This is an optimization exercise on Yosys and OpenROAD, whose aim is small area, not a production implementation.
The RTL was checked by simulation tests, not by an equivalence proof against the original design.
No activity file was given, so power comes from the tool's default toggle rates.

===== flow/run.sh =====
#!/bin/bash
# Standard ORFS layout with a leaner clock tree (no dummy loads for balancing, sink
# clusters of up to 18 flip-flops driven by clkbuf_8) and plain buf_1 cells as port buffers.
set -euo pipefail
export CTS_ARGS="-sink_clustering_enable -repair_clock_nets -dont_use_dummy_load -buf_list sky130_fd_sc_hd__clkbuf_8 -sink_clustering_size 18 -sink_clustering_max_diameter 100"
export BUFFER_PORTS_ARGS="-buffer_cell sky130_fd_sc_hd__buf_1"
bash standard.sh > standard.log 2>&1

===== standard.sh =====
#!/bin/bash
# synth_recipe.tcl (not shown) runs the flow's synth.tcl, then flattens the netlist and writes it again
# the make line also repeats each setting of config.mk as NAME=value (left out here)
make -C /OpenROAD-flow-scripts/flow DESIGN_CONFIG=/design/flow/config.mk WORK_HOME=/design/flow/orfs CLKGATE_MAP_FILE= SYNTH_SCRIPT=/design/flow/synth_recipe.tcl "${@:-finish}"

===== config.mk =====
export PLATFORM = sky130hd
export DESIGN_NAME = cnn_top
export DESIGN_NICKNAME = cnn_top
export VERILOG_FILES = /design/flow/design.v
export SDC_FILE = /design/flow/constraint.sdc
export NUM_CORES = 4
export LEC_CHECK = 0
export CAP_MARGIN = 10
export CORE_MARGIN = 2
export CORE_UTILIZATION = 45
export SLEW_MARGIN = 10

===== constraint.sdc =====
create_clock -name core_clock -period 6.0 [get_ports {clk}]
set_input_delay 1.2000 -clock core_clock [delete_from_list [all_inputs] [get_ports {clk}]]
set_output_delay 1.2000 -clock core_clock [all_outputs]
set_load 0.01 [all_outputs]

===== design.v =====
`timescale 1ns / 1ps
module line_buffers #(
    parameter W = 128
)(
    input  wire clk,
    input  wire [7:0] pixel_in,
    input  wire pixel_valid,
    output wire [7:0] top,      
    output wire [7:0] left,     
    output wire [7:0] center,   
    output wire [7:0] right,    
    output wire [7:0] bottom    
);
    localparam N = 2*W + 1;
    reg [8*N-1:0] taps;
    always @(posedge clk) begin
        if (pixel_valid)
            taps <= {taps[8*(N-1)-1:0], pixel_in};
    end
    assign bottom = taps[7:0];
    assign right  = taps[8*(W-1) +: 8];
    assign center = taps[8*W +: 8];
    assign left   = taps[8*(W+1) +: 8];
    assign top    = taps[8*(2*W) +: 8];
endmodule
`timescale 1ns / 1ps
module window_3x3 #(
    parameter W = 128
)(
    input  wire clk,
    input  wire rst,
    input  wire pixel_valid,
    output wire win_ok
);
    reg [6:0] col_cnt;      
    reg [1:0] row_cnt;    
    always @(posedge clk) begin
        if (rst) begin
            col_cnt <= 0;
            row_cnt <= 0;
        end
        else if (pixel_valid) begin
            if (col_cnt == W-1) begin
                col_cnt <= 0;
                if (row_cnt != 2'd2)
                    row_cnt <= row_cnt + 1'b1;
            end
            else
                col_cnt <= col_cnt + 1'b1;
        end
    end
    assign win_ok = (row_cnt == 2'd2) && (col_cnt >= 2);
endmodule
`timescale 1ns / 1ps
module conv_mac_3x3 (
    input  wire [7:0] top,
    input  wire [7:0] left,
    input  wire [7:0] center,
    input  wire [7:0] right,
    input  wire [7:0] bottom,
    output wire [7:0] result
);
    wire [10:0] diff = {1'b0, center, 2'b00} + {3'b111, ~top} + {3'b111, ~left} + {3'b111, ~right} + {3'b111, ~bottom} + 11'd4;
    assign result = diff[10] ? 8'd0 : (|diff[9:8]) ? 8'hFF : diff[7:0];
endmodule
`timescale 1ns / 1ps
module cnn_top #(
    parameter W = 128
)(
    input wire clk,
    input wire rst,
    input wire [7:0] pixel_in,
    input wire pixel_valid,
    output reg [7:0] pixel_out,
    output reg pixel_out_valid
);
    wire [7:0] top, left, center, right, bottom;
    wire [7:0] result;
    wire win_ok;
    line_buffers #(.W(W)) LB (
        .clk(clk),
        .pixel_in(pixel_in),
        .pixel_valid(pixel_valid),
        .top(top), .left(left), .center(center), .right(right), .bottom(bottom)
    );
    window_3x3 #(.W(W)) WG (
        .clk(clk), .rst(rst),
        .pixel_valid(pixel_valid),
        .win_ok(win_ok)
    );
    conv_mac_3x3 MAC (
        .top(top), .left(left), .center(center), .right(right), .bottom(bottom),
        .result(result)
    );
    always @(posedge clk) begin
        pixel_out <= result;
        pixel_out_valid <= !rst && pixel_valid && win_ok;
    end
endmodule

==> results of run 1 <==
==> layer usage <==
layer  routed length [um]  part of all wire
met2                29500              0.40
met4                 1760             0.024
met3                 2960             0.040
met1                39000              0.53
met5                    0                 0
==> worst reg2reg max path, cell delays in order (launching register included) <==
cell and delay [ns]:
edfxtp_1 0.43, fa_1 0.58, fa_1 0.45, fa_1 0.51, inv_1 0.04, ha_1 0.36, a21o_1 0.22, a21oi_2 0.20
a21boi_0 0.24, a22oi_1 0.12, a32oi_1 0.26, nand3_2 0.21, a21oi_1 0.21
==> metrics by stage <==
stage                      util  total power, mW  hold WS, ns  cell area [sq um]  cells
after floorplan               -             17.7        0.400              63500   2242
after global placement    0.475             18.2        0.401              66300   4165
after detailed placement  0.475             18.2        0.405              66300   4165
after CTS                 0.488             24.2        0.387              68200   4298
after global routing      0.488             24.8        0.392              68200   4300
final                     0.488             23.8        0.388              68200   4301
==> Yosys cell counts (all sizes together) (2+ instances only) <==
library cell / count
edfxtp: 2056
inv: 39
fa: 22
a21oi: 21
ha: 19
dfxtp: 18
nor2: 13
nand2: 10
xor2: 8
xnor2: 3
a211oi: 2
a21o: 2
a22oi: 2
mux2i: 2
nand2b: 2
nand3: 2
nor3: 2
nor4: 2
o211ai: 2
o21ai: 2
==> logic make-up after synthesis <==
family | share of synthesized area
AND/OR/NAND/NOR | 0.00290
AO/OA/AOI/OAI | 0.00374
XOR/XNOR | 0.00164
buffers and inverters | 0.00242
adder cells (fa/ha/maj) | 0.0107
flip-flops | 0.978
multiplexers | 0.000315
==> worst max-delay path by stage <==
stage / slack, ns / endpoint / cells past startpoint
after global routing: 1.86 / pixel_out[1] / 15
after CTS: 2.11 / pixel_out[0] / 15
after floorplan: 2.45 / pixel_out[0] / 12
after detailed placement: 2.14 / pixel_out[0] / 12
final: 2.11 / pixel_out[0] / 12
after global placement: 2.27 / pixel_out[2] / 15
==> cell type report <==
| cell class | count | area share |
|---|---|---|
| multi-input cells | 127 | 0.0180 |
| well taps | 1876 | 0.0344 |
| inverters | 39 | 0.00215 |
| clock buffers | 133 | 0.0269 |
| flip-flops and latches | 2074 | 0.911 |
| diodes | 3 | 0.000110 |
| repair buffers | 49 | 0.00753 |
==> sequential cells by signal, indices dropped and copies added, names as in the netlist <==
register	count
WG.col_cnt	7
LB.taps	2056
pixel_out	8
WG.row_cnt	2
pixel_out_valid	1
==> power by group through the flow <==
stage	logic (mW)	clock network (mW)	registers, mW
after detailed placement	0.832	0	17.4
after floorplan	0.372	0	17.3
final	0.826	5.88	17.1
after global placement	0.784	0	17.4
after CTS	0.832	6.23	17.1
after global routing	0.922	6.69	17.2
==> flow_metrics.py, run 1 <==
metrics = {
    "run_status": {
        "status": "no timing/DRC/antenna violations",
    },
    "sta": {
        "worst_slew_pin_slew_ns": 1.12,
        "rsz0062_at_grt": "no",
        "drv_slew": 0,
        "hold_violations": 0,
        "fin_crit_sh": 0.649,
        "finalSetupViolCount": 0,
        "fin_crit_ns": 3.89,
        "setup_slack_ns": 2.11,
        "tns_ns": 0,
        "relSlewSlack": 0.250,
        "fmax_mhz": 257,
        "fin_worst_skew_ns": 0.0450,
    },
    "floorplan": {
        "die_h_um": 380,
        "rows": 137,
        "core_area_sq_um": 140000,
        "start_util": 0.454,
        "ioPinCount": 20,
        "die_width_um": 380,
        "die_area_sq_um": 144000,
    },
    "logic_synthesis": {
        "yosys_warnings": 3,
        "synth_edf_count": 2056,
        "synth_top_area_cell": "edfxtp_1",
        "synth.distinct_cells": 37,
        "syn_area_per_cell_sq_um": 28.3,
        "syn_area_sq_um": 63500,
        "synth_top_area_frac": 0.973,
        "synth_cells": 2242,
        "yosysSeqAreaShare": 0.978,
        "synthArstFlopShare": 0,
        "ys_seq_elements": 2074,
        "synth_area_leaders": "edfxtp_1 (97%), fa_1 (0.69%), dfxtp_1 (0.57%), ha_1 (0.37%), inv_1 (0.23%)",
        "synthesis.nets": 2294,
        "synthFlopType": "edfxtp_1",
    },
    "hold_path": {
        "worstHoldPathCells": 0,
        "hp-class": "reg -> reg",
        "hp-start": "LB.taps[2024]",
        "min_to": "LB.taps[2032]",
    },
    "cells_and_area": {
        "post_route_cells_drive_above_1_share": 0.0714,
        "layout.cells.most_common": "edfxtp_1",
        "multi_input_area_sq_um": 1220,
        "layout_common_cells": "edfxtp_1 (2056), clkbuf_8 (133), inv_1 (39)",
        "syn_to_final_growth_pct": 7.39,
        "final_nets": 2476,
        "seqCellArea_sq_um": 62100,
        "nFillCells": 10800,
    },
    "power_and_ir_drop": {
        "switching_share": 0.198,
        "max-vdd-ir-drop_mv": 0.216,
        "p_leak_nw": 22.2,
        "internal-power_mw": 19.1,
        "power_frac_seq": 0.718,
        "clkPwrFrac": 0.247,
        "power_frac_comb": 0.035,
        "p_sw_mw": 4.71,
        "powerDensity_nw_per_um2": 349,
    },
    "clock_network": {
        "cts.repair.resized": 0,
        "clockBufferDepth": 3,
        "cts_tree": "done",
        "clock_latency_ns": 0.85,
        "cts-root-buf": "clkbuf_8",
        "numCtsBuffers": 133,
        "post-cts-setup-buffers": 0,
        "cts_hold_buf": 0,
        "cts_sinks": 2074,
        "htree_levels": 4,
        "cts.clk_slew.worst_paths_ns": 0.11,
    },
    "critical_path": {
        "rr_endpoint": "pixel_out[0]",
        "worst_setup_path_end_kind": "flop",
        "critPathKind": "reg -> reg",
        "r2r_start": "LB.taps[6]",
        "start_kind": "flop",
        "worstPathMaxFanout": 8,
        "crit_path_start": "LB.taps[6]",
        "critPathSlowestCell": "fa_1",
        "rrSetupSlack_ns": 2.11,
        "crit_required_ns": 6.75,
        "reg2reg_depth": 12,
        "crit_path_max_incr_delay_ns": 0.58,
        "cp_top_family": "adder cells",
        "critPathBufInv": 1,
        "cpMostUsedCell": "fa_1",
        "crit_chain": "fa_1, fa_1, fa_1, inv_1, ha_1, a21o_1, a21oi_2, a21boi_0, a22oi_1, a32oi_1, nand3_2, a21oi_1",
        "cp.arrival_ns": 4.64,
    },
    "grt": {
        "antenna_found_initial": 1,
        "grt-ovfl-total": 0,
        "grt_pass1_wl_um": 115000,
        "use_met1": 0.167,
        "grtUsageMet3": 0.0279,
        "grt_max_degree": 169,
        "gr-max-usage-layer": "met1",
        "globalRouteTotalUtil": 0.101,
        "grt_pass1_vias": 20000,
        "met2_usage": 0.128,
    },
    "placed_design": {
        "place_congestion": 0.725,
        "hpwl_um": 33200,
        "dp_slack_ns": 2.14,
        "io_buffers": 19,
    },
    "routing": {
        "viasPerCell": 4.67,
        "routed_wl_um": 73200,
        "drt_iter0_drc": 1898,
        "vias": 20100,
        "drc": 0,
        "antenna_left": 0,
        "dr.pass1.iters": 4,
        "wire_per_inst_um": 17.0,
    },
    "job": {
        "drv_cap": 0,
    },
}
==> inputs of run 2 (changes only) <==
==> run.sh (new file) <==
#!/bin/bash
# synth_recipe.tcl (not shown) runs the flow's synth.tcl, then flattens the netlist and writes it again
# the make line also repeats each setting of config.mk as NAME=value (left out here)
make -C /OpenROAD-flow-scripts/flow DESIGN_CONFIG=/design/flow/config.mk WORK_HOME=/design/flow/orfs CLKGATE_MAP_FILE= SYNTH_SCRIPT=/design/flow/synth_recipe.tcl finish
--- a/config.mk
+++ b/config.mk
@@ -7,5 +7,8 @@
 export LEC_CHECK = 0
-export CAP_MARGIN = 10
+export CAP_MARGIN = 20
 export CORE_MARGIN = 2
 export CORE_UTILIZATION = 45
-export SLEW_MARGIN = 10
+export CTS_BUF_LIST = sky130_fd_sc_hd__clkbuf_16
+export CTS_CLUSTER_DIAMETER = 100
+export CTS_CLUSTER_SIZE = 30
+export SLEW_MARGIN = 20
removed: flow/run.sh
removed: standard.sh
==> flow_metrics.py, run 2 <==
metrics = {
    "logic_synthesis": {
        "synthAdderAreaFrac": 0.0107,
        "yosysSeqAreaShare": 0.978,
        "synthArstFlopShare": 0,
        "ys_seq_elements": 2074,
        "synth_top_area_cell": "edfxtp_1",
        "yosys_warnings": 3,
        "synth_area_leaders": "edfxtp_1 (97%), fa_1 (0.69%), dfxtp_1 (0.57%), ha_1 (0.37%), inv_1 (0.23%)",
        "synth_xor_area_frac": 0.00164,
        "synth_compound_area_frac": 0.00375,
        "synth_mux_area_frac": 0.000315,
        "synthesis.nets": 2294,
        "synthFlopType": "edfxtp_1",
        "synth_cells": 2242,
        "syn_area_sq_um": 63500,
        "synthSimpleGateAreaFrac": 0.00290,
        "synth_edf_count": 2056,
        "syn_area_per_cell_sq_um": 28.3,
        "synth.distinct_cells": 37,
        "synth_most_common_cell": "edfxtp_1",
        "synth_top_family_by_area": "adder cells",
        "synth_common_cells": "edfxtp_1 (2056), inv_1 (39), fa_1 (22)",
        "synth_top_area_frac": 0.973,
    },
    "cells_and_area": {
        "final_nets": 2418,
        "layout.cells.most_common": "edfxtp_1",
        "syn_to_final_growth_pct": 8.03,
        "post_route_cells_drive_above_1_share": 0.0510,
        "insertedDiodeCount": 0,
        "final_cell_count_no_fill": 4270,
        "regMostFlops": "LB.taps",
        "reg_top3": "LB.taps: 2056 flops, pixel_out: 8 flops, WG.col_cnt: 7 flops",
        "layout_common_cells": "edfxtp_1 (2056), clkbuf_16 (81), inv_1 (60)",
        "largest_reg_flops": 2056,
    },
    "power_and_ir_drop": {
        "p_total_mw": 24.3,
        "max-vdd-ir-drop_mv": 0.229,
        "powerDensity_nw_per_um2": 355,
        "p_leak_nw": 22.4,
    },
    "clock_network": {
        "clockBufferDepth": 3,
        "cts.repair.resized": 0,
        "numCtsBuffers": 79,
        "clock_latency_ns": 0.70,
        "cts.clk_slew.worst_paths_ns": 0.11,
        "post-cts-setup-buffers": 0,
        "cts-root-buf": "clkbuf_16",
        "cts_sinks": 2074,
        "cts_tree": "done",
        "cts_hold_buf": 0,
        "htree_levels": 3,
    },
    "grt": {
        "grt_max_degree": 177,
        "grt_pass1_wl_um": 115000,
        "grt_pass1_vias": 19700,
        "globalRouteTotalUtil": 0.0991,
        "antenna_found_initial": 0,
        "grt-ovfl-total": 0,
    },
    "critical_path": {
        "crit_chain": "inv_1, fa_1, fa_1, fa_1, inv_1, ha_1, a21oi_2, nor3b_2, a22oi_2, a21o_1, a21oi_2, xor2_2, a21oi_1",
        "cp_top_family": "adder cells",
        "worstPathMaxFanout": 8,
        "crit_required_ns": 6.57,
        "crit_path_max_incr_delay_ns": 0.52,
        "critPathKind": "reg -> reg",
        "start_kind": "flop",
        "critPathBufInv": 2,
        "worst_setup_path_end_kind": "flop",
        "critPathSlowestCell": "fa_1",
        "cp.arrival_ns": 4.49,
        "cpMostUsedCell": "fa_1",
    },
    "sta": {
        "fin_crit_sh": 0.654,
        "relSlewSlack": 0.311,
        "hold_violations": 0,
        "tns_ns": 0,
        "rsz0062_at_grt": "no",
        "worst_slew_pin_slew_ns": 1.03,
        "finalSetupViolCount": 0,
        "fin_crit_ns": 3.92,
        "drv_slew": 0,
        "fin_worst_skew_ns": 0.0284,
        "fmax_mhz": 255,
    },
    "floorplan": {
        "rows": 137,
        "die_area_sq_um": 144000,
        "die_h_um": 380,
        "ioPinCount": 20,
        "die_width_um": 380,
        "start_util": 0.454,
        "core_area_sq_um": 140000,
    },
    "routing": {
        "dr.pass1.iters": 4,
        "drc": 0,
        "wire_per_inst_um": 16.9,
        "antenna_left": 0,
        "vias": 19900,
        "drt_iter0_drc": 1784,
        "routed_wl_um": 72000,
        "viasPerCell": 4.65,
    },
    "placed_design": {
        "placed_cells": 4161,
        "io_buffers": 19,
        "hpwl_um": 32700,
        "place_congestion": 0.736,
    },
    "hold_path": {
        "hp-class": "reg -> reg",
    },
    "job": {
        "drv_cap": 0,
    },
    "run_status": {
        "status": "no timing/DRC/antenna violations",
    },
}
-- run 2: cell counts after synthesis --
No cell type changed its count.
-- run 2: path summary, 6_finish.rpt --
check / start / endpoint / slack [ns] / cells after the start
hold reg to reg: LB.taps[329] / LB.taps[337] / 0.40 / 0
hold / removal: LB.taps[329] / LB.taps[337] / 0.40 / 0
setup / recovery: LB.taps[1027] / pixel_out[2] / 2.08 / 13
setup reg to reg: LB.taps[1027] / pixel_out[2] / 2.08 / 13
-- run 2: layer usage --
layer,vias up,global-route usage,share of wire
li1,9169,-,-
met1,10400,0.166,0.54
met2,172,0.130,0.41
met3,104,0.0180,0.029
met4,0,0.0329,0.022
met5,-,0,0
-- run 2: power by group --
part           internal (mW)  total, mW  switching [mW]
clock network           2.48       6.37            3.89
logic                  0.266      0.865           0.599
registers               16.8       17.1           0.248
total                   19.6       24.3            4.73
-- run 2: metrics by stage --
| step | utilization | hold WS (ns) | area [sq um] | setup slack, ns |
|---|---|---|---|---|
| floorplan | - | 0.400 | 63500 | 2.45 |
| global placement | 0.475 | 0.400 | 66400 | 2.28 |
| detailed placement | 0.475 | 0.405 | 66400 | 2.09 |
| CTS | 0.491 | 0.398 | 68600 | 2.06 |
| global route | 0.491 | 0.416 | 68600 | 1.80 |
| finish | 0.491 | 0.404 | 68600 | 2.08 |
-- run 2: cell families (layout without fill, tap and decap cells) --
logic type               Yosys count  in the layout
XOR/XNOR                          11             11
flip-flops                      2074           2074
buffers and inverters             41            193
adder cells (fa/ha/maj)           41             41
AND/OR/NAND/NOR                   37             37
AO/OA/AOI/OAI                     36             36
multiplexers                       2              2
-- run 2: cell type report --
class                      instances  area, sq um
multi-input combinational        127         1220
clock inverter                    28          153
timing repair buffer              45          578
fill                           10800        71100
tap                             1876         2350
inverter                          39          146
clock buffer                      81         2030
sequential                      2074        62100
-- run 2: worst reg2reg max path: cells and delay by family, from the launching register on --
kind / cells / cell delay [ns]
flip-flops: 1 / 0.43
AO/OA/AOI/OAI: 5 / 0.81
XOR/XNOR: 1 / 0.36
AND/OR/NAND/NOR: 1 / 0.23
adder cells (fa/ha/maj): 4 / 1.82
buffers and inverters: 2 / 0.14
==> inputs of run 3 (changes only) <==
--- a/design.v
+++ b/design.v
@@ -5,4 +5,7 @@
     input  wire clk,
+    input  wire rst,
     input  wire [7:0] pixel_in,
     input  wire pixel_valid,
+    output reg        shift_q,  
+    output reg        parity,   
     output wire [7:0] top,      
@@ -14,6 +17,12 @@
     localparam N = 2*W + 1;
+    reg [7:0] pix_q;
+    reg       hold_q;           
     reg [8*N-1:0] taps;
+    wire [8*N-1:0] prev = {taps[8*(N-1)-1:0], pix_q ^ {8{parity}}};
     always @(posedge clk) begin
-        if (pixel_valid)
-            taps <= {taps[8*(N-1)-1:0], pixel_in};
+        pix_q   <= pixel_in;
+        shift_q <= pixel_valid && !rst;
+        hold_q  <= !(pixel_valid && !rst);
+        parity  <= !rst && !parity;
+        taps    <= ~((prev | {8*N{hold_q}}) & (taps | {8*N{shift_q}}));
     end
@@ -55,2 +64,3 @@
 module conv_mac_3x3 (
+    input  wire       inv,
     input  wire [7:0] top,
@@ -62,3 +72,4 @@
 );
-    wire [10:0] diff = {1'b0, center, 2'b00} + {3'b111, ~top} + {3'b111, ~left} + {3'b111, ~right} + {3'b111, ~bottom} + 11'd4;
+    wire [10:0] lap  = {1'b0, center, 2'b00} + {3'b111, ~top} + {3'b111, ~left} + {3'b111, ~right} + {3'b111, ~bottom} + 11'd4;
+    wire [10:0] diff = inv ? -lap : lap;
     assign result = diff[10] ? 8'd0 : (|diff[9:8]) ? 8'hFF : diff[7:0];
@@ -79,6 +90,10 @@
     wire win_ok;
+    wire shift;
+    wire parity;
     line_buffers #(.W(W)) LB (
-        .clk(clk),
+        .clk(clk), .rst(rst),
         .pixel_in(pixel_in),
         .pixel_valid(pixel_valid),
+        .shift_q(shift),
+        .parity(parity),
         .top(top), .left(left), .center(center), .right(right), .bottom(bottom)
@@ -87,3 +102,3 @@
         .clk(clk), .rst(rst),
-        .pixel_valid(pixel_valid),
+        .pixel_valid(shift),
         .win_ok(win_ok)
@@ -91,2 +106,3 @@
     conv_mac_3x3 MAC (
+        .inv(parity),
         .top(top), .left(left), .center(center), .right(right), .bottom(bottom),
@@ -96,3 +112,3 @@
         pixel_out <= result;
-        pixel_out_valid <= !rst && pixel_valid && win_ok;
+        pixel_out_valid <= !rst && shift && win_ok;
     end
==> flow_metrics.py, run 3 <==
metrics = {
    "power_and_ir_drop": {
        "p_leak_nw": 22.3,
        "p_total_mw": 29.3,
        "powerDensity_nw_per_um2": 478,
        "max-vdd-ir-drop_mv": 0.399,
    },
    "cells_and_area": {
        "insertedDiodeCount": 0,
        "nFillCells": 11500,
        "final_nets": 4535,
        "post_route_cells_drive_above_1_share": 0.0305,
        "fin_area_sq_um": 61200,
        "largest_reg_flops": 2056,
        "layout.cells.most_common": "dfxtp_1",
        "reg_top3": "LB.taps: 2056 flops, LB.pix_q: 8 flops, pixel_out: 8 flops",
        "layout_common_cells": "dfxtp_1 (2083), o22ai_1 (2056), clkbuf_16 (83)",
        "regMostFlops": "LB.taps",
        "syn_to_final_growth_pct": 5.57,
    },
    "sta": {
        "relSlewSlack": 0.203,
        "fin_worst_skew_ns": 0.0242,
        "setup_slack_ns": 1.38,
        "worst_slew_pin_slew_ns": 1.20,
        "fin_crit_sh": 0.770,
        "fmax_mhz": 217,
        "rsz0062_at_grt": "no",
        "hold_violations": 0,
        "tns_ns": 0,
        "drv_slew": 0,
        "fin_crit_ns": 4.62,
        "finalSetupViolCount": 0,
        "fin_hold_ws_ns": 0.431,
    },
    "critical_path": {
        "cp.arrival_ns": 5.16,
        "start_kind": "flop",
        "critPathKind": "reg -> reg",
        "crit_chain": "inv_1, fa_1, inv_1, fa_1, fa_1, inv_1, ha_1, a21oi_1, nand2_1, xor2_1, or3_1, or4_4, o41ai_1, a32o_2, a21oi_1",
        "worst_setup_path_end_kind": "flop",
        "critPathSlowestCell": "or4_4",
        "crit_path_max_incr_delay_ns": 0.54,
        "crit_required_ns": 6.54,
        "worstPathMaxFanout": 8,
    },
    "routing": {
        "dr.pass1.iters": 4,
        "viasPerCell": 5.61,
        "routed_wl_um": 90300,
        "antenna_left": 0,
        "vias": 34500,
        "drc": 0,
        "wire_per_inst_um": 14.7,
        "drt_iter0_drc": 1995,
    },
    "grt": {
        "grt_max_degree": 265,
        "globalRouteTotalUtil": 0.133,
        "grt_pass1_vias": 32700,
        "antenna_found_initial": 0,
        "grt_pass1_wl_um": 155000,
        "grt-ovfl-total": 0,
    },
    "hold_path": {
        "hp-class": "reg -> reg",
    },
    "clock_network": {
        "cts-root-buf": "clkbuf_16",
        "post-cts-setup-buffers": 0,
        "cts.clk_slew.worst_paths_ns": 0.11,
        "clockBufferDepth": 3,
        "cts.repair.resized": 0,
        "cts_hold_buf": 0,
        "cts_sinks": 2085,
        "cts_tree": "done",
        "clock_latency_ns": 0.68,
        "numCtsBuffers": 79,
        "htree_levels": 3,
    },
    "logic_synthesis": {
        "synth_top_area_frac": 0.720,
        "synth_cells": 4804,
        "yosysSeqAreaShare": 0.720,
        "synthesis.nets": 4857,
        "synth_edf_count": 0,
        "synthFlopType": "dfxtp_1",
        "synth_top_area_cell": "dfxtp_1",
        "synthArstFlopShare": 0,
        "synth_common_cells": "dfxtp_1 (2085), o22ai_1 (2056), clkbuf_1 (414)",
        "synth.distinct_cells": 39,
        "syn_area_sq_um": 58000,
        "ys_seq_elements": 2085,
        "yosys_warnings": 3,
        "syn_area_per_cell_sq_um": 12.1,
        "synth_area_leaders": "dfxtp_1 (72%), o22ai_1 (22%), clkbuf_1 (2.7%), fa_1 (0.76%), ha_1 (0.43%)",
        "synth_most_common_cell": "dfxtp_1",
    },
    "placed_design": {
        "io_buffers": 19,
        "dp_slack_ns": 1.39,
        "hpwl_um": 49000,
        "postPlaceCellArea_sq_um": 59100,
        "place_congestion": 0.691,
    },
    "job": {
        "drv_cap": 0,
    },
    "floorplan": {
        "start_util": 0.454,
        "rows": 131,
        "ioPinCount": 20,
        "die_width_um": 363,
        "die_h_um": 363,
        "core_area_sq_um": 128000,
        "die_area_sq_um": 132000,
    },
    "run_status": {
        "status": "no timing/DRC/antenna violations",
    },
}
## run 3: changes by cell type after synthesis, moves of 4 or more
cell / delta
buf_1: +47
clkbuf_1: +413
dfxtp_1: +2067
edfxtp_1: -2056
nand3_1: +4
o22ai_1: +2056
xnor2_1: +5
xor2_1: +13
## run 3: path summary, 6_finish.rpt
kind	startpoint	to	slack, ns	cells past startpoint
min	LB.taps[844]	LB.taps[852]	0.43	1
min reg2reg	LB.taps[844]	LB.taps[852]	0.43	1
max reg2reg	LB.taps[1017]	pixel_out[6]	1.38	15
max	LB.taps[1017]	pixel_out[6]	1.38	15
## run 3: worst max-delay path: cells and delay by family (launching register included)
kind,cells,cell delay (ns)
adders and majority gates,4,1.77
and+or+nand+nor,3,1.05
AOI/OAI and AO/OA,4,0.96
DFF,1,0.37
xor gates and xnor gates,1,0.19
buffers and inverters,3,0.17
## run 3: logic make-up (layout without fill, tap and decap cells)
logic type	after synthesis	after routing	share of synthesized area
compound gates	2094	2094	0.226
mux	2	2	0.000345
xor+xnor	29	29	0.00451
flops	2085	2085	0.720
buf+inv	500	186	0.0324
simple gates	52	52	0.00445
fa+ha+maj	42	42	0.0119
## run 3: layout make-up
type	count	area, sq um	area share
sequential	2085	41700	0.682
multi-input combinational	2219	14400	0.235
tap	1662	2080	0.0340
clock buffer	83	2080	0.0339
timing repair buffer	59	741	0.0121
inverter	38	143	0.00233
clock inverter	6	57.6	0.000940
## run 3: stage by stage
stage                      util  std cells
after CTS                 0.479       6152
after detailed placement  0.463       6063
after floorplan               -       4804
final                     0.479       6152
after global routing      0.479       6152
after global placement    0.463       6063
## run 3: layer usage
layer  wire (um)  vias to the layer above  global-route usage
met1       46600                    16500               0.183
met3        1730                       94              0.0184
met4        1730                        0              0.0329
met5           0                        -                   0
li1            -                    17800                   -
met2       40200                      134               0.220
## run 3: where the power goes
part	switching, mW	internal [mW]	leakage, nW
clock	3.89	2.52	1.06
sequential	1.59	16.8	17.6
combinational	2.22	2.25	3.62
==> inputs of run 4 (changes only) <==
--- a/design.v
+++ b/design.v
@@ -72,4 +72,4 @@
 );
-    wire [10:0] lap  = {1'b0, center, 2'b00} + {3'b111, ~top} + {3'b111, ~left} + {3'b111, ~right} + {3'b111, ~bottom} + 11'd4;
-    wire [10:0] diff = inv ? -lap : lap;
+    wire [10:0] lap  = {1'b0, center, 2'b00} + {3'b111, ~top} + {3'b111, ~left} + {3'b111, ~right} + {3'b111, ~bottom} + 11'd3 + {10'd0, !inv};
+    wire [10:0] diff = lap ^ {11{inv}};
     assign result = diff[10] ? 8'd0 : (|diff[9:8]) ? 8'hFF : diff[7:0];
==> flow/run.sh (new file) <==
#!/bin/bash
# Standard ORFS layout with a leaner clock tree (no dummy loads for balancing, sink
# clusters of up to 20 flip-flops driven by clkbuf_8) and plain buf_1 cells as port buffers.
set -euo pipefail
export CTS_ARGS="-sink_clustering_enable -repair_clock_nets -dont_use_dummy_load -buf_list sky130_fd_sc_hd__clkbuf_8 -sink_clustering_size 20 -sink_clustering_max_diameter 100"
export BUFFER_PORTS_ARGS="-buffer_cell sky130_fd_sc_hd__buf_1"
bash standard.sh > standard.log 2>&1
==> standard.sh (new file) <==
#!/bin/bash
# synth_recipe.tcl (not shown) runs the flow's synth.tcl, then flattens the netlist and writes it again
# the make line also repeats each setting of config.mk as NAME=value (left out here)
make -C /OpenROAD-flow-scripts/flow DESIGN_CONFIG=/design/flow/config.mk WORK_HOME=/design/flow/orfs CLKGATE_MAP_FILE= SYNTH_SCRIPT=/design/flow/synth_recipe.tcl "${@:-finish}"
--- a/config.mk
+++ b/config.mk
@@ -9,6 +9,3 @@
 export CORE_MARGIN = 2
-export CORE_UTILIZATION = 45
-export CTS_BUF_LIST = sky130_fd_sc_hd__clkbuf_16
-export CTS_CLUSTER_DIAMETER = 100
-export CTS_CLUSTER_SIZE = 30
+export CORE_UTILIZATION = 65
 export SLEW_MARGIN = 20
removed: run.sh
==> flow_metrics.py, run 4 <==
metrics = {
    "logic_synthesis": {
        "synth_cells": 4784,
        "syn_area_per_cell_sq_um": 12.1,
        "syn_area_sq_um": 57800,
        "yosysSeqAreaShare": 0.722,
        "synth_most_common_cell": "dfxtp_1",
        "synth_common_cells": "dfxtp_1 (2085), o22ai_1 (2057), clkbuf_1 (454)",
        "synth.distinct_cells": 39,
        "synthesis.nets": 4835,
        "ys_seq_elements": 2085,
        "yosys_warnings": 3,
        "synth_top_area_cell": "dfxtp_1",
        "synth_top_area_frac": 0.722,
        "synth_edf_count": 0,
        "synthArstFlopShare": 0,
        "synthFlopType": "dfxtp_1",
        "synth_area_leaders": "dfxtp_1 (72%), o22ai_1 (22%), clkbuf_1 (2.9%), fa_1 (0.76%), ha_1 (0.39%)",
    },
    "clock_network": {
        "cts_sinks": 2085,
        "cts_hold_buf": 0,
        "cts.clk_slew.worst_paths_ns": 0.11,
        "cts.repair.resized": 0,
        "cts-root-buf": "clkbuf_8",
        "numCtsBuffers": 114,
        "cts_tree": "done",
        "htree_levels": 3,
        "post-cts-setup-buffers": 0,
        "clockBufferDepth": 3,
        "clock_latency_ns": 0.80,
    },
    "floorplan": {
        "die_h_um": 302,
        "die_width_um": 302,
        "die_area_sq_um": 91400,
        "start_util": 0.655,
        "ioPinCount": 20,
        "core_area_sq_um": 88200,
        "rows": 109,
    },
    "sta": {
        "drv_slew": 0,
        "fin_crit_sh": 0.681,
        "finalSetupViolCount": 0,
        "hold_violations": 0,
        "tns_ns": 0,
        "fmax_mhz": 245,
        "fin_hold_ws_ns": 0.372,
        "fin_worst_skew_ns": 0.0706,
        "worst_slew_pin_slew_ns": 1.16,
        "rsz0062_at_grt": "no",
        "fin_crit_ns": 4.09,
        "relSlewSlack": 0.225,
    },
    "power_and_ir_drop": {
        "p_sw_mw": 7.20,
        "clkPwrFrac": 0.195,
        "p_total_mw": 27.8,
        "p_leak_nw": 21.9,
        "power_frac_seq": 0.661,
        "internal-power_mw": 20.6,
        "switching_share": 0.259,
        "power_frac_comb": 0.144,
        "max-vdd-ir-drop_mv": 0.338,
        "powerDensity_nw_per_um2": 465,
    },
    "cells_and_area": {
        "regMostFlops": "LB.taps",
        "largest_reg_flops": 2056,
        "final_core_util": 0.677,
        "layout.cells.most_common": "dfxtp_1",
        "final_nets": 4542,
        "reg_top3": "LB.taps: 2056 flops, LB.pix_q: 8 flops, pixel_out: 8 flops",
        "syn_to_final_growth_pct": 3.24,
        "layout_common_cells": "dfxtp_1 (2083), o22ai_1 (2057), clkbuf_8 (114)",
        "post_route_cells_drive_above_1_share": 0.0343,
    },
    "routing": {
        "viasPerCell": 6.06,
        "vias": 34200,
        "drc": 0,
        "drt_iter0_drc": 2068,
        "wire_per_inst_um": 15.1,
        "dr.pass1.iters": 6,
        "routed_wl_um": 85400,
        "antenna_left": 0,
    },
    "placed_design": {
        "io_buffers": 19,
        "hpwl_um": 46800,
        "place_congestion": 0.731,
    },
    "critical_path": {
        "cp.arrival_ns": 4.77,
        "crit_required_ns": 6.68,
        "worstPathMaxFanout": 14,
        "start_kind": "flop",
        "critPathKind": "reg -> reg",
        "worst_setup_path_end_kind": "flop",
    },
    "grt": {
        "globalRouteTotalUtil": 0.184,
        "grt_pass1_vias": 32300,
        "grt-ovfl-total": 0,
        "grt_pass1_wl_um": 148000,
        "antenna_found_initial": 1,
        "grt_max_degree": 258,
    },
    "hold_path": {
        "hp-class": "reg -> reg",
    },
    "job": {
        "drv_cap": 0,
    },
    "run_status": {
        "status": "no timing/DRC/antenna violations",
    },
}
[run 4: cell count changes in the layout (fill, tap and decap cells not counted), moves of 4 or more]
| cell | previous run | this run |
|---|---|---|
| xor2_1 | 20 | 12 |
| a21oi_1 | 15 | 7 |
| clkdlybuf4s50_1 | 19 | 0 |
| nor3_1 | 2 | 9 |
| buf_4 | 20 | 13 |
| clkbuf_16 | 83 | 0 |
| buf_1 | 0 | 19 |
| clkbuf_8 | 0 | 114 |
| o211ai_1 | 4 | 0 |
| a211oi_1 | 3 | 10 |
| nand2_1 | 12 | 4 |
[run 4: logic make-up (layout without fill, tap and decap cells)]
kind of cell / Yosys count / in the layout / synth area share
AO/OA/AOI/OAI: 2091 / 2091 / 0.227
XOR/XNOR: 21 / 21 / 0.00318
adder cells (fa/ha/maj): 40 / 40 / 0.0115
buffers and inverters: 500 / 205 / 0.0325
flip-flops: 2085 / 2085 / 0.722
multiplexers: 2 / 2 / 0.000346
other: 0 / 1 / 0
AND/OR/NAND/NOR: 45 / 45 / 0.00385
[run 4: routing by layer]
layer  wire length (um)  up-vias  part of all wire  GRT usage
li1                   -    17800                 -          -
met1              44200    16200              0.52      0.253
met2              37400      196              0.44      0.306
met3               1840      116             0.022     0.0285
met4               1890        0             0.022     0.0489
met5                  0        -                 0          0
[run 4: power by group through the flow]
stage	Sequential (mW)	Clock (mW)	Combinational, mW
3_5_place_dp	18.7	0	4.01
5_1_grt	18.8	6.15	4.51
6_report	18.4	5.43	4.00
3_3_place_gp	18.7	0	3.86
2_1_floorplan	18.2	0	3.39
4_1_cts	18.4	5.68	4.02
[run 4: critical path, cell delays in order (launching register included)]
cell and delay [ns]:
dfxtp_1 0.53, ha_1 0.31, fa_1 0.51, inv_1 0.05
fa_1 0.48, ha_1 0.19, inv_1 0.07, fa_1 0.46
nor2b_1 0.18, o31a_1 0.25, o2bb2ai_2 0.09, xnor2_1 0.54
nor3_1 0.10, a211oi_1 0.24
[run 4: metrics by stage]
stage | worst slack, ns | cell area (sq um) | instances
final | 1.91 | 59700 | 5655
after detailed placement | 1.91 | 58100 | 5540
after global placement | 2.04 | 58100 | 5540
after CTS | 1.88 | 59700 | 5654
after global routing | 1.55 | 59700 | 5655
after floorplan | 2.58 | 57800 | 4784
[run 4: cell type report]
class | instances | area (sq um)
diodes | 1 | 2.50
clock buffers | 114 | 1570
fillers | 6728 | 28500
inverters | 39 | 146
multi-input cells | 2199 | 14200
flip-flops and latches | 2085 | 41700
well taps | 1165 | 1460
repair buffers | 52 | 569
[run 4: final timing paths]
kind / cells past startpoint / to / slack [ns] / start
setup / recovery: 13 / pixel_out[0] / 1.91 / LB.parity
hold / removal: 1 / LB.taps[278] / 0.37 / LB.taps[270]
setup reg to reg: 13 / pixel_out[0] / 1.91 / LB.parity
hold reg to reg: 1 / LB.taps[278] / 0.37 / LB.taps[270]
==> inputs of run 5 (changes only) <==
==> flow/run.sh (replaced) <==
#!/bin/bash
# Standard ORFS layout with a leaner clock tree (no dummy loads for balancing, sink
# clusters of up to 20 flip-flops driven by clkbuf_4 sky130_fd_sc_hd__clkbuf_8) and plain buf_1 cells as port buffers.
set -euo pipefail
export CTS_ARGS="-sink_clustering_enable -repair_clock_nets -dont_use_dummy_load -buf_list {sky130_fd_sc_hd__clkbuf_4 sky130_fd_sc_hd__clkbuf_8} -sink_clustering_size 20 -sink_clustering_max_diameter 100"
export BUFFER_PORTS_ARGS="-buffer_cell sky130_fd_sc_hd__buf_1"
bash standard.sh > standard.log 2>&1
--- a/config.mk
+++ b/config.mk
@@ -9,3 +9,3 @@
 export CORE_MARGIN = 2
-export CORE_UTILIZATION = 65
+export CORE_UTILIZATION = 60
 export SLEW_MARGIN = 20
==> flow_metrics.py, run 5 <==
metrics = {
    "placed_design": {
        "hpwl_um": 44100,
        "io_buffers": 19,
        "placed_cells": 5633,
        "place_congestion": 0.741,
        "postPlaceCellArea_sq_um": 58200,
        "dp_slack_ns": 1.93,
    },
    "clock_network": {
        "clockBufferDepth": 3,
        "cts-root-buf": "clkbuf_8",
        "cts.clk_slew.worst_paths_ns": 0.12,
        "cts_tree": "done",
        "clock_latency_ns": 0.79,
        "cts.repair.resized": 0,
        "numCtsBuffers": 114,
        "cts_hold_buf": 0,
        "htree_levels": 3,
        "post-cts-setup-buffers": 0,
        "cts_sinks": 2085,
    },
    "cells_and_area": {
        "final_nets": 4535,
        "layout.cells.most_common": "dfxtp_1",
        "reg_top3": "LB.taps: 2056 flops, LB.pix_q: 8 flops, pixel_out: 8 flops",
        "multi_input_area_sq_um": 14200,
        "nFillCells": 7740,
        "fin_area_sq_um": 59800,
        "final_cell_count_no_fill": 5750,
        "largest_reg_flops": 2056,
        "syn_to_final_growth_pct": 3.33,
        "layout_common_cells": "dfxtp_1 (2083), o22ai_1 (2057), clkbuf_8 (114)",
        "seqCellArea_sq_um": 41700,
        "regMostFlops": "LB.taps",
        "post_route_cells_drive_above_1_share": 0.0328,
    },
    "sta": {
        "fin_crit_ns": 4.10,
        "finalSetupViolCount": 0,
        "fin_worst_skew_ns": 0.0595,
        "setup_slack_ns": 1.90,
        "relSlewSlack": 0.286,
        "fin_hold_ws_ns": 0.374,
        "tns_ns": 0,
        "fin_crit_sh": 0.683,
        "rsz0062_at_grt": "no",
        "drv_slew": 0,
        "fmax_mhz": 244,
        "hold_violations": 0,
        "worst_slew_pin_slew_ns": 1.07,
    },
    "grt": {
        "grt-ovfl-total": 0,
        "globalRouteTotalUtil": 0.168,
        "grt_max_degree": 232,
        "grt_pass1_wl_um": 148000,
        "antenna_found_initial": 1,
        "grt_pass1_vias": 32400,
    },
    "hold_path": {
        "hp-class": "reg -> reg",
    },
    "critical_path": {
        "worst_setup_path_end_kind": "flop",
        "critPathKind": "reg -> reg",
        "worstPathMaxFanout": 14,
        "crit_chain": "ha_1, fa_1, inv_1, fa_1, ha_1, inv_1, fa_1, nor2b_1, o31a_1, o2bb2ai_2, xnor2_1, nor3_1, a211oi_1",
        "start_kind": "flop",
        "cp_top_family": "adder cells",
        "crit_required_ns": 6.69,
        "critPathSlowestCell": "xnor2_1",
        "critPathBufInv": 2,
        "crit_path_max_incr_delay_ns": 0.56,
        "cp.arrival_ns": 4.79,
        "cpMostUsedCell": "fa_1",
    },
    "routing": {
        "dr.pass1.iters": 4,
        "drt_iter0_drc": 2138,
        "routed_wl_um": 84100,
        "wire_per_inst_um": 14.6,
        "viasPerCell": 5.97,
        "drc": 0,
        "antenna_left": 0,
        "vias": 34300,
    },
    "run_status": {
        "status": "no timing/DRC/antenna violations",
    },
    "floorplan": {
        "die_h_um": 314,
        "die_width_um": 314,
        "die_area_sq_um": 98900,
        "core_area_sq_um": 95300,
        "start_util": 0.607,
        "rows": 113,
        "ioPinCount": 20,
    },
    "logic_synthesis": {
        "synthFlopType": "dfxtp_1",
        "synthArstFlopShare": 0,
        "yosys_warnings": 3,
        "synth_cells": 4784,
        "syn_area_per_cell_sq_um": 12.1,
        "synth_common_cells": "dfxtp_1 (2085), o22ai_1 (2057), clkbuf_1 (454)",
        "synth_top_area_cell": "dfxtp_1",
        "synth_most_common_cell": "dfxtp_1",
        "synth.distinct_cells": 39,
        "syn_area_sq_um": 57800,
        "synth_area_leaders": "dfxtp_1 (72%), o22ai_1 (22%), clkbuf_1 (2.9%), fa_1 (0.76%), ha_1 (0.39%)",
        "yosysSeqAreaShare": 0.722,
        "ys_seq_elements": 2085,
        "synth_top_area_frac": 0.722,
        "synthesis.nets": 4835,
        "synth_edf_count": 0,
    },
    "power_and_ir_drop": {
        "max-vdd-ir-drop_mv": 0.350,
        "p_leak_nw": 21.8,
        "powerDensity_nw_per_um2": 465,
    },
    "job": {
        "drv_cap": 0,
    },
}
-- run 5: cells by family after synthesis --
logic type	synth area share
muxes	0.000346
adders and majority gates	0.0115
AOI/OAI and AO/OA	0.227
and+or+nand+nor	0.00385
DFF	0.722
buffers and inverters	0.0325
xor gates and xnor gates	0.00318
-- run 5: report_power, final --
part	switching (mW)	internal, mW
sequential	1.54	16.8
clock	3.75	1.71
combinational	1.90	2.07
total	7.19	20.6
-- run 5: per-layer routing --
| layer | vias up | GRT usage | share of wire |
|---|---|---|---|
| met2 | 166 | 0.277 | 0.43 |
| met5 | - | 0 | 0 |
| met4 | 0 | 0.0449 | 0.024 |
| met3 | 132 | 0.0293 | 0.024 |
| li1 | 17700 | - | - |
| met1 | 16300 | 0.229 | 0.52 |
-- run 5: worst reg2reg max path: stages, from the launching register on --
cell       delay (ns)
dfxtp_1          0.54
ha_1             0.32
fa_1             0.51
inv_1            0.05
fa_1             0.48
ha_1             0.19
inv_1            0.07
fa_1             0.45
nor2b_1          0.16
o31a_1           0.24
o2bb2ai_2        0.09
xnor2_1          0.56
nor3_1           0.12
a211oi_1         0.24
-- run 5: worst paths after layout --
| kind | slack (ns) | to | from | depth (start not counted) |
|---|---|---|---|---|
| setup reg to reg | 1.90 | pixel_out[3] | LB.parity | 13 |
| hold reg to reg | 0.37 | LB.taps[310] | LB.taps[302] | 1 |
| setup / recovery | 1.90 | pixel_out[3] | LB.parity | 13 |
| hold / removal | 0.37 | LB.taps[310] | LB.taps[302] | 1 |
-- run 5: through the flow --
stage	total power, mW	util
floorplan	21.6	-
global placement	22.5	0.611
detailed placement	22.6	0.611
CTS	28.1	0.627
global route	29.5	0.627
finish	27.8	0.627
-- run 5: final cells by class --
type | count | area share
diodes | 3 | 0.000126
clock buffers | 114 | 0.0263
inverters | 39 | 0.00245
multi-input cells | 2199 | 0.238
flip-flops and latches | 2085 | 0.699
well taps | 1265 | 0.0265
repair buffers | 45 | 0.00823
==> inputs of run 6 (changes only) <==
==> flow/run.sh (replaced) <==
#!/bin/bash
# Standard ORFS layout with a leaner clock tree (no dummy loads for balancing, sink
# clusters of up to 20 flip-flops driven by clkbuf_2 sky130_fd_sc_hd__clkbuf_4 sky130_fd_sc_hd__clkbuf_8) and plain buf_1 cells as port buffers.
set -euo pipefail
export CTS_ARGS="-sink_clustering_enable -repair_clock_nets -dont_use_dummy_load -buf_list {sky130_fd_sc_hd__clkbuf_2 sky130_fd_sc_hd__clkbuf_4 sky130_fd_sc_hd__clkbuf_8} -sink_clustering_size 20 -sink_clustering_max_diameter 100"
export BUFFER_PORTS_ARGS="-buffer_cell sky130_fd_sc_hd__buf_1"
bash standard.sh > standard.log 2>&1
==> flow_metrics.py, run 6 <==
metrics = {
    "power_and_ir_drop": {
        "power_frac_seq": 0.661,
        "p_leak_nw": 21.8,
        "clkPwrFrac": 0.197,
        "max-vdd-ir-drop_mv": 0.350,
        "powerDensity_nw_per_um2": 465,
        "p_sw_mw": 7.19,
        "p_total_mw": 27.8,
        "power_frac_comb": 0.143,
        "switching_share": 0.259,
        "internal-power_mw": 20.6,
    },
    "routing": {
        "vias": 34300,
        "drt_iter0_drc": 2138,
        "dr.pass1.iters": 4,
        "routed_wl_um": 84100,
        "wire_per_inst_um": 14.6,
        "viasPerCell": 5.97,
        "antenna_left": 0,
        "drc": 0,
    },
    "logic_synthesis": {
        "yosysSeqAreaShare": 0.722,
        "synth_cells": 4784,
        "synth_edf_count": 0,
        "synth_top_area_frac": 0.722,
        "synth_area_leaders": "dfxtp_1 (72%), o22ai_1 (22%), clkbuf_1 (2.9%), fa_1 (0.76%), ha_1 (0.39%)",
        "syn_area_per_cell_sq_um": 12.1,
        "syn_area_sq_um": 57800,
        "yosys_warnings": 3,
        "synth_most_common_cell": "dfxtp_1",
        "synth.distinct_cells": 39,
        "synthFlopType": "dfxtp_1",
        "ys_seq_elements": 2085,
        "synth_top_area_cell": "dfxtp_1",
        "synthesis.nets": 4835,
        "synthArstFlopShare": 0,
        "synth_common_cells": "dfxtp_1 (2085), o22ai_1 (2057), clkbuf_1 (454)",
    },
    "cells_and_area": {
        "final_nets": 4535,
        "fin_area_sq_um": 59800,
        "reg_top3": "LB.taps: 2056 flops, LB.pix_q: 8 flops, pixel_out: 8 flops",
        "final_core_util": 0.627,
        "post_route_cells_drive_above_1_share": 0.0328,
        "largest_reg_flops": 2056,
        "layout.cells.most_common": "dfxtp_1",
        "regMostFlops": "LB.taps",
        "syn_to_final_growth_pct": 3.33,
        "layout_common_cells": "dfxtp_1 (2083), o22ai_1 (2057), clkbuf_8 (114)",
        "nFillCells": 7740,
    },
    "critical_path": {
        "reg2reg_depth": 13,
        "critPathKind": "reg -> reg",
        "worstPathMaxFanout": 14,
        "rrSetupSlack_ns": 1.90,
        "worst_setup_path_end_kind": "flop",
        "rr_endpoint": "pixel_out[3]",
        "start_kind": "flop",
        "cp.arrival_ns": 4.79,
        "r2r_start": "LB.parity",
        "crit_required_ns": 6.69,
    },
    "clock_network": {
        "cts-root-buf": "clkbuf_8",
        "cts_sinks": 2085,
        "numCtsBuffers": 114,
        "clock_latency_ns": 0.79,
        "cts_tree": "done",
        "cts_hold_buf": 0,
        "clockBufferDepth": 3,
        "cts.repair.resized": 0,
        "post-cts-setup-buffers": 0,
        "htree_levels": 3,
        "cts.clk_slew.worst_paths_ns": 0.12,
    },
    "sta": {
        "fin_crit_ns": 4.10,
        "finalSetupViolCount": 0,
        "rsz0062_at_grt": "no",
        "tns_ns": 0,
        "drv_slew": 0,
        "relSlewSlack": 0.286,
        "hold_violations": 0,
        "worst_slew_pin_slew_ns": 1.07,
        "fin_crit_sh": 0.683,
        "fmax_mhz": 244,
        "fin_worst_skew_ns": 0.0595,
        "setup_slack_ns": 1.90,
    },
    "grt": {
        "grt_pass1_wl_um": 148000,
        "antenna_found_initial": 1,
        "grt_max_degree": 232,
        "grt_pass1_vias": 32400,
        "globalRouteTotalUtil": 0.168,
        "grt-ovfl-total": 0,
    },
    "floorplan": {
        "start_util": 0.607,
        "rows": 113,
        "die_area_sq_um": 98900,
        "die_h_um": 314,
        "die_width_um": 314,
        "ioPinCount": 20,
        "core_area_sq_um": 95300,
    },
    "placed_design": {
        "hpwl_um": 44100,
        "postPlaceCellArea_sq_um": 58200,
        "place_congestion": 0.741,
        "io_buffers": 19,
        "dp_slack_ns": 1.93,
    },
    "run_status": {
        "status": "no timing/DRC/antenna violations",
    },
    "hold_path": {
        "hp-start": "LB.taps[302]",
        "worstHoldPathCells": 1,
        "hp-class": "reg -> reg",
        "min_to": "LB.taps[310]",
    },
    "job": {
        "drv_cap": 0,
    },
}
==> run 6: cell counts in the layout (fill, tap and decap cells not counted) <==
No cell type changed its count.
==> run 6: cells by family after synthesis <==
kind of cell | Yosys count | share of synthesized area
mux | 2 | 0.000346
simple gates | 45 | 0.00385
flops | 2085 | 0.722
xor+xnor | 21 | 0.00318
fa+ha+maj | 40 | 0.0115
buf+inv | 500 | 0.0325
compound gates | 2091 | 0.227
==> run 6: worst max path at each step <==
stage	start	to	slack, ns	depth (start not counted)
6_report	LB.parity	pixel_out[3]	1.90	13
5_1_grt	LB.parity	pixel_out[5]	1.54	13
4_1_cts	LB.parity	pixel_out[3]	1.88	13
3_5_place_dp	LB.parity	pixel_out[3]	1.93	13
3_3_place_gp	LB.parity	pixel_out[7]	2.07	13
2_1_floorplan	LB.taps[1024]	pixel_out[3]	2.58	13
==> run 6: per-layer routing <==
layer	up-vias	wire length, um	GRT usage
li1	17700	-	-
met3	132	2030	0.0293
met5	-	0	0
met4	0	1980	0.0449
met2	166	36100	0.277
met1	16300	43900	0.229
==> run 6: stage by stage <==
stage	hold WS [ns]	instances
floorplan	0.412	4784
global placement	0.428	5633
detailed placement	0.433	5633
CTS	0.380	5747
global route	0.388	5749
finish	0.374	5750
==> run 6: cell type report <==
class / instances / area [sq um] / area share
Inverter: 39 / 146 / 0.00245
Tap cell: 1265 / 1580 / 0.0265
Clock buffer: 114 / 1570 / 0.0263
Timing Repair Buffer: 45 / 492 / 0.00823
Multi-Input combinational cell: 2199 / 14200 / 0.238
Sequential cell: 2085 / 41700 / 0.699
Antenna cell: 3 / 7.51 / 0.000126
==> run 6: power groups by stage <==
stage	logic [mW]	clock network, mW	registers (mW)
2_1_floorplan	3.39	0	18.2
6_report	3.97	5.46	18.3
3_5_place_dp	3.97	0	18.7
3_3_place_gp	3.81	0	18.7
5_1_grt	4.51	6.22	18.7
4_1_cts	3.98	5.76	18.4
==> run 6: critical path: stages (launching register included) <==
cell and delay (ns):
dfxtp_1 0.54, ha_1 0.31, fa_1 0.51, inv_1 0.05, fa_1 0.48, ha_1 0.19, inv_1 0.07, fa_1 0.45
nor2b_1 0.16, o31a_1 0.24, o2bb2ai_2 0.09, xnor2_1 0.56, nor3_1 0.12, a211oi_1 0.24
==> inputs of run 7 (changes only) <==
==> flow/run.sh (replaced) <==
#!/bin/bash
# Standard ORFS layout with a leaner clock tree (no dummy loads for balancing, sink
# clusters of up to 19 flip-flops driven by clkbuf_4 sky130_fd_sc_hd__clkbuf_8) and plain buf_1 cells as port buffers.
set -euo pipefail
export CTS_ARGS="-sink_clustering_enable -repair_clock_nets -dont_use_dummy_load -buf_list {sky130_fd_sc_hd__clkbuf_4 sky130_fd_sc_hd__clkbuf_8} -sink_clustering_size 19 -sink_clustering_max_diameter 100"
export BUFFER_PORTS_ARGS="-buffer_cell sky130_fd_sc_hd__buf_1"
bash standard.sh > standard.log 2>&1
==> flow_metrics.py, run 7 <==
metrics = {
    "sta": {
        "worst_slew_pin_slew_ns": 1.07,
        "hold_violations": 0,
        "fin_crit_ns": 4.10,
        "fin_crit_sh": 0.683,
        "fin_hold_ws_ns": 0.427,
        "drv_slew": 0,
        "finalSetupViolCount": 0,
        "fin_worst_skew_ns": 0.0365,
        "setup_slack_ns": 1.90,
        "rsz0062_at_grt": "no",
        "relSlewSlack": 0.289,
        "fmax_mhz": 244,
        "tns_ns": 0,
    },
    "power_and_ir_drop": {
        "power_frac_comb": 0.143,
        "powerDensity_nw_per_um2": 466,
        "clkPwrFrac": 0.199,
        "internal-power_mw": 20.7,
        "p_total_mw": 27.9,
        "p_sw_mw": 7.20,
        "switching_share": 0.259,
        "power_frac_seq": 0.658,
        "max-vdd-ir-drop_mv": 0.352,
        "p_leak_nw": 21.9,
    },
    "floorplan": {
        "start_util": 0.607,
        "die_width_um": 314,
        "die_h_um": 314,
        "rows": 113,
        "core_area_sq_um": 95300,
        "ioPinCount": 20,
        "die_area_sq_um": 98900,
    },
    "routing": {
        "routed_wl_um": 84100,
        "wl_met2_um": 36100,
        "drc": 0,
        "viasPerCell": 5.97,
        "antenna_left": 0,
        "wl_met3_um": 2000,
        "vias": 34400,
        "wire_per_inst_um": 14.6,
        "dr.pass1.iters": 4,
        "top_layer": "met4",
        "m1WireLength_um": 44100,
        "drt_iter0_drc": 2135,
    },
    "cells_and_area": {
        "layout_common_cells": "dfxtp_1 (2083), o22ai_1 (2057), clkbuf_8 (119)",
        "syn_to_final_growth_pct": 3.45,
        "final_nets": 4540,
        "post_route_cells_drive_above_1_share": 0.0339,
        "fin_area_sq_um": 59800,
        "largest_reg_flops": 2056,
        "reg_top3": "LB.taps: 2056 flops, LB.pix_q: 8 flops, pixel_out: 8 flops",
        "final_core_util": 0.628,
        "regMostFlops": "LB.taps",
        "nFillCells": 7736,
        "multi_input_area_sq_um": 14200,
        "seqCellArea_sq_um": 41700,
        "layout.cells.most_common": "dfxtp_1",
        "final_cell_count_no_fill": 5755,
    },
    "logic_synthesis": {
        "ys_seq_elements": 2085,
        "synth.distinct_cells": 39,
        "synth_top_area_cell": "dfxtp_1",
        "synth_common_cells": "dfxtp_1 (2085), o22ai_1 (2057), clkbuf_1 (454)",
        "synth_compound_area_frac": 0.227,
        "synthFlopType": "dfxtp_1",
        "yosys_warnings": 3,
        "synth_xor_area_frac": 0.00318,
        "syn_area_per_cell_sq_um": 12.1,
        "synth_cells": 4784,
        "synth_area_leaders": "dfxtp_1 (72%), o22ai_1 (22%), clkbuf_1 (2.9%), fa_1 (0.76%), ha_1 (0.39%)",
        "synthesis.nets": 4835,
        "synth_top_area_frac": 0.722,
        "synth_edf_count": 0,
        "synthSimpleGateAreaFrac": 0.00385,
        "synthAdderAreaFrac": 0.0115,
        "syn_area_sq_um": 57800,
        "synth_top_family_by_area": "compound AO/OA/AOI/OAI gates",
        "synthArstFlopShare": 0,
        "yosysSeqAreaShare": 0.722,
        "synth_most_common_cell": "dfxtp_1",
        "synth_mux_area_frac": 0.000346,
    },
    "grt": {
        "globalRouteTotalUtil": 0.168,
        "grt_pass1_vias": 32400,
        "grt_max_degree": 232,
        "grt-ovfl-total": 0,
        "antenna_found_initial": 2,
        "grt_pass1_wl_um": 148000,
    },
    "placed_design": {
        "hpwl_um": 44100,
        "dp_slack_ns": 1.93,
        "place_congestion": 0.741,
        "io_buffers": 19,
        "postPlaceCellArea_sq_um": 58200,
        "placed_cells": 5633,
    },
    "clock_network": {
        "cts_tree": "done",
        "cts.repair.resized": 0,
        "clockBufferDepth": 3,
        "numCtsBuffers": 119,
        "post-cts-setup-buffers": 0,
        "cts_hold_buf": 0,
        "cts.clk_slew.worst_paths_ns": 0.11,
        "htree_levels": 3,
        "clock_latency_ns": 0.80,
        "cts-root-buf": "clkbuf_8",
        "cts_sinks": 2085,
    },
    "critical_path": {
        "rrSetupSlack_ns": 1.90,
        "worstPathMaxFanout": 14,
        "worstSetupEndpoint": "pixel_out[3]",
        "r2r_start": "LB.parity",
        "start_kind": "flop",
        "crit_chain": "ha_1, fa_1, inv_1, fa_1, ha_1, inv_1, fa_1, nor2b_1, o31a_1, o2bb2ai_2, xnor2_1, nor3_1, a211oi_1",
        "crit_required_ns": 6.68,
        "rr_endpoint": "pixel_out[3]",
        "worst_setup_path_end_kind": "flop",
        "cpMostUsedCell": "fa_1",
        "crit_cells": 13,
        "critPathBufInv": 2,
        "crit_path_start": "LB.parity",
        "cp_top_family": "adder cells",
        "crit_path_max_incr_delay_ns": 0.56,
        "critPathSlowestCell": "xnor2_1",
        "critPathKind": "reg -> reg",
        "reg2reg_depth": 13,
        "cp.arrival_ns": 4.78,
    },
    "job": {
        "drv_cap": 0,
    },
    "run_status": {
        "status": "no timing/DRC/antenna violations",
    },
    "hold_path": {
        "hp-class": "reg -> reg",
    },
}
## run 7: cell counts after synthesis
No cell type changed its count.
## run 7: kinds of logic (layout without fill, tap and decap cells)
kind of cell / count (synthesis) / count (layout)
and+or+nand+nor: 45 / 45
buffers and inverters: 500 / 203
DFF: 2085 / 2085
muxes: 2 / 2
AOI/OAI and AO/OA: 2091 / 2091
xor gates and xnor gates: 21 / 21
other: 0 / 3
adders and majority gates: 40 / 40
## run 7: final cells by class
type	count	area share
clock buffers	119	0.0274
multi-input cells	2199	0.238
well taps	1265	0.0265
inverters	39	0.00245
diodes	3	0.000125
repair buffers	45	0.00822
flip-flops and latches	2085	0.698
## run 7: worst min path at each step
stage | startpoint | endpoint | slack [ns] | cells past startpoint
2_1_floorplan | LB.taps[2040] | LB.taps[2048] | 0.41 | 1
3_3_place_gp | LB.taps[60] | LB.taps[68] | 0.43 | 1
3_5_place_dp | LB.taps[1179] | LB.taps[1187] | 0.43 | 1
4_1_cts | pixel_in[0] | LB.pix_q[0] | 0.41 | 1
5_1_grt | pixel_in[0] | LB.pix_q[0] | 0.42 | 1
6_report | LB.taps[313] | LB.taps[321] | 0.43 | 1
## run 7: per-layer routing
layer | GRT usage | vias up
met5 | 0 | -
met4 | 0.0468 | 0
met3 | 0.0286 | 125
met2 | 0.277 | 170
met1 | 0.230 | 16300
li1 | - | 17700
## run 7: power groups by stage
stage               Sequential, mW  Combinational (mW)  Clock (mW)
floorplan                     18.2                3.39           0
global placement              18.7                3.81           0
detailed placement            18.7                3.97           0
CTS                           18.4                3.98        5.85
global route                  18.7                4.51        6.32
finish                        18.3                3.97        5.54
==> inputs of run 8 (changes only) <==
==> flow/run.sh (replaced) <==
#!/bin/bash
# Standard ORFS layout with a leaner clock tree (no dummy loads for balancing, sink
# clusters of up to 19 flip-flops driven by clkbuf_8) and plain buf_1 cells as port buffers.
set -euo pipefail
export CTS_ARGS="-sink_clustering_enable -repair_clock_nets -dont_use_dummy_load -buf_list sky130_fd_sc_hd__clkbuf_8 -sink_clustering_size 19 -sink_clustering_max_diameter 100"
export BUFFER_PORTS_ARGS="-buffer_cell sky130_fd_sc_hd__buf_1"
bash standard.sh > standard.log 2>&1
==> flow_metrics.py, run 8 <==
metrics = {
    "placed_design": {
        "dp_slack_ns": 1.93,
        "io_buffers": 19,
        "hpwl_um": 44100,
        "place_congestion": 0.741,
    },
    "run_status": {
        "status": "no timing/DRC/antenna violations",
    },
    "routing": {
        "wire_per_inst_um": 14.6,
        "drc": 0,
        "routed_wl_um": 84100,
        "dr.pass1.iters": 4,
        "vias": 34400,
        "drt_iter0_drc": 2135,
        "viasPerCell": 5.97,
        "antenna_left": 0,
    },
    "sta": {
        "fin_crit_ns": 4.10,
        "tns_ns": 0,
        "rsz0062_at_grt": "no",
        "hold_violations": 0,
        "fin_worst_skew_ns": 0.0365,
        "relSlewSlack": 0.289,
        "drv_slew": 0,
        "fin_crit_sh": 0.683,
        "worst_slew_pin_slew_ns": 1.07,
        "setup_slack_ns": 1.90,
        "fmax_mhz": 244,
        "finalSetupViolCount": 0,
    },
    "clock_network": {
        "clockBufferDepth": 3,
        "cts_tree": "done",
        "cts_sinks": 2085,
        "htree_levels": 3,
        "post-cts-setup-buffers": 0,
        "cts.repair.resized": 0,
        "cts.clk_slew.worst_paths_ns": 0.11,
        "clock_latency_ns": 0.80,
        "numCtsBuffers": 119,
        "cts_hold_buf": 0,
        "cts-root-buf": "clkbuf_8",
    },
    "logic_synthesis": {
        "synth_top_area_cell": "dfxtp_1",
        "synth_top_area_frac": 0.722,
        "synthArstFlopShare": 0,
        "syn_area_per_cell_sq_um": 12.1,
        "synthFlopType": "dfxtp_1",
        "synth_cells": 4784,
        "synth_common_cells": "dfxtp_1 (2085), o22ai_1 (2057), clkbuf_1 (454)",
        "yosys_warnings": 3,
        "synth_most_common_cell": "dfxtp_1",
        "syn_area_sq_um": 57800,
        "ys_seq_elements": 2085,
        "synth_area_leaders": "dfxtp_1 (72%), o22ai_1 (22%), clkbuf_1 (2.9%), fa_1 (0.76%), ha_1 (0.39%)",
        "yosysSeqAreaShare": 0.722,
        "synth.distinct_cells": 39,
        "synthesis.nets": 4835,
        "synth_edf_count": 0,
    },
    "critical_path": {
        "reg2reg_depth": 13,
        "rrSetupSlack_ns": 1.90,
        "critPathKind": "reg -> reg",
        "crit_required_ns": 6.68,
        "start_kind": "flop",
        "worst_setup_path_end_kind": "flop",
        "worstPathMaxFanout": 14,
        "cp.arrival_ns": 4.78,
    },
    "cells_and_area": {
        "largest_reg_flops": 2056,
        "regMostFlops": "LB.taps",
        "final_nets": 4540,
        "reg_top3": "LB.taps: 2056 flops, LB.pix_q: 8 flops, pixel_out: 8 flops",
        "nFillCells": 7736,
        "layout_common_cells": "dfxtp_1 (2083), o22ai_1 (2057), clkbuf_8 (119)",
        "multi_input_area_sq_um": 14200,
        "post_route_cells_drive_above_1_share": 0.0339,
        "seqCellArea_sq_um": 41700,
        "syn_to_final_growth_pct": 3.45,
        "layout.cells.most_common": "dfxtp_1",
    },
    "power_and_ir_drop": {
        "max-vdd-ir-drop_mv": 0.352,
        "powerDensity_nw_per_um2": 466,
        "p_leak_nw": 21.9,
        "p_total_mw": 27.9,
    },
    "grt": {
        "grt_pass1_wl_um": 148000,
        "antenna_found_initial": 2,
        "grt_pass1_vias": 32400,
        "globalRouteTotalUtil": 0.168,
        "grt-ovfl-total": 0,
        "grt_max_degree": 232,
    },
    "hold_path": {
        "hp-class": "reg -> reg",
        "worstHoldPathCells": 1,
    },
    "floorplan": {
        "core_area_sq_um": 95300,
        "ioPinCount": 20,
        "start_util": 0.607,
        "die_area_sq_um": 98900,
        "die_width_um": 314,
        "rows": 113,
        "die_h_um": 314,
    },
    "job": {
        "drv_cap": 0,
    },
}
run 8: cell counts in the layout (fill, tap and decap cells not counted):
Identical to the previous run, type by type.
run 8: area by class of cell:
| cell class | instances | area share |
|---|---|---|
| sequential | 2085 | 0.698 |
| multi-input combinational | 2199 | 0.238 |
| clock buffer | 119 | 0.0274 |
| tap | 1265 | 0.0265 |
| timing repair buffer | 45 | 0.00822 |
| inverter | 39 | 0.00245 |
| antenna | 3 | 0.000125 |
run 8: kinds of logic after synthesis:
logic type / after synthesis / share of synthesized area
AO/OA/AOI/OAI: 2091 / 0.227
flip-flops: 2085 / 0.722
buffers and inverters: 500 / 0.0325
AND/OR/NAND/NOR: 45 / 0.00385
adder cells (fa/ha/maj): 40 / 0.0115
XOR/XNOR: 21 / 0.00318
multiplexers: 2 / 0.000346
run 8: final timing paths:
kind	from	to
worst max-delay path	LB.parity	pixel_out[3]
worst min-delay path	LB.taps[313]	LB.taps[321]
worst max register to register	LB.parity	pixel_out[3]
worst min register to register	LB.taps[313]	LB.taps[321]
run 8: critical path, stage by stage (launching register included):
cell	delay (ns)
dfxtp_1	0.53
ha_1	0.31
fa_1	0.51
inv_1	0.05
fa_1	0.48
ha_1	0.19
inv_1	0.07
fa_1	0.45
nor2b_1	0.16
o31a_1	0.24
o2bb2ai_2	0.09
xnor2_1	0.56
nor3_1	0.12
a211oi_1	0.25
run 8: where the power goes:
group	internal (mW)	total [mW]	switching (mW)
sequential	16.8	18.3	1.54
combinational	2.07	3.97	1.90
clock	1.78	5.54	3.76
run 8: routing by layer:
layer	vias up	GRT usage	share of wire
met1	16300	0.230	0.52
met2	170	0.277	0.43
met3	125	0.0286	0.024
met4	0	0.0468	0.023
li1	17700	-	-
met5	-	0	0
run 8: metrics by stage:
| step | utilization | std cells | hold WS, ns | instance area (sq um) |
|---|---|---|---|---|
| after global routing | 0.628 | 5755 | 0.423 | 59800 |
| after global placement | 0.611 | 5633 | 0.428 | 58200 |
| after detailed placement | 0.611 | 5633 | 0.433 | 58200 |
| final | 0.628 | 5755 | 0.427 | 59800 |
| after floorplan | - | 4784 | 0.412 | 57800 |
| after CTS | 0.628 | 5752 | 0.413 | 59800 |

[static timing again, ports no longer ideal]
No port has a modelled driver above. Below, the same layouts with a new extraction and two added sets of constraints.
Step 1, drivers: a clkbuf_16 drives clk and a buf_2 each remaining input, both assumed.
Step 2 also shifts input and output timing later by t, the mid clock arrival at the registers, as if the neighbouring blocks saw the same clock.
a / b / c = no drivers / after step 1 / after step 2; a / b = the first two.
| run | t, ns | slack for setup (ns) | worst slew at a driven data input, ns |
|---|---|---|---|
| run 1 | 0.897 | 2.108 / 2.108 / 2.108 | 0.07 |
| run 2 | 0.755 | 2.078 / 2.078 / 2.078 | 0.08 |
| run 3 | 0.740 | 1.382 / 1.382 / 1.382 | 0.03 |
| run 4 | 0.827 | 1.913 / 1.913 / 1.913 | 0.04 |
| run 5 | 0.825 | 1.901 / 1.901 / 1.901 | 0.03 |
| run 6 | 0.825 | 1.901 / 1.901 / 1.901 | 0.03 |
| run 7 | 0.842 | 1.901 / 1.901 / 1.901 | 0.03 |
| run 8 | 0.842 | 1.901 / 1.901 / 1.901 | 0.03 |
After both steps every run listed still meets setup and hold.
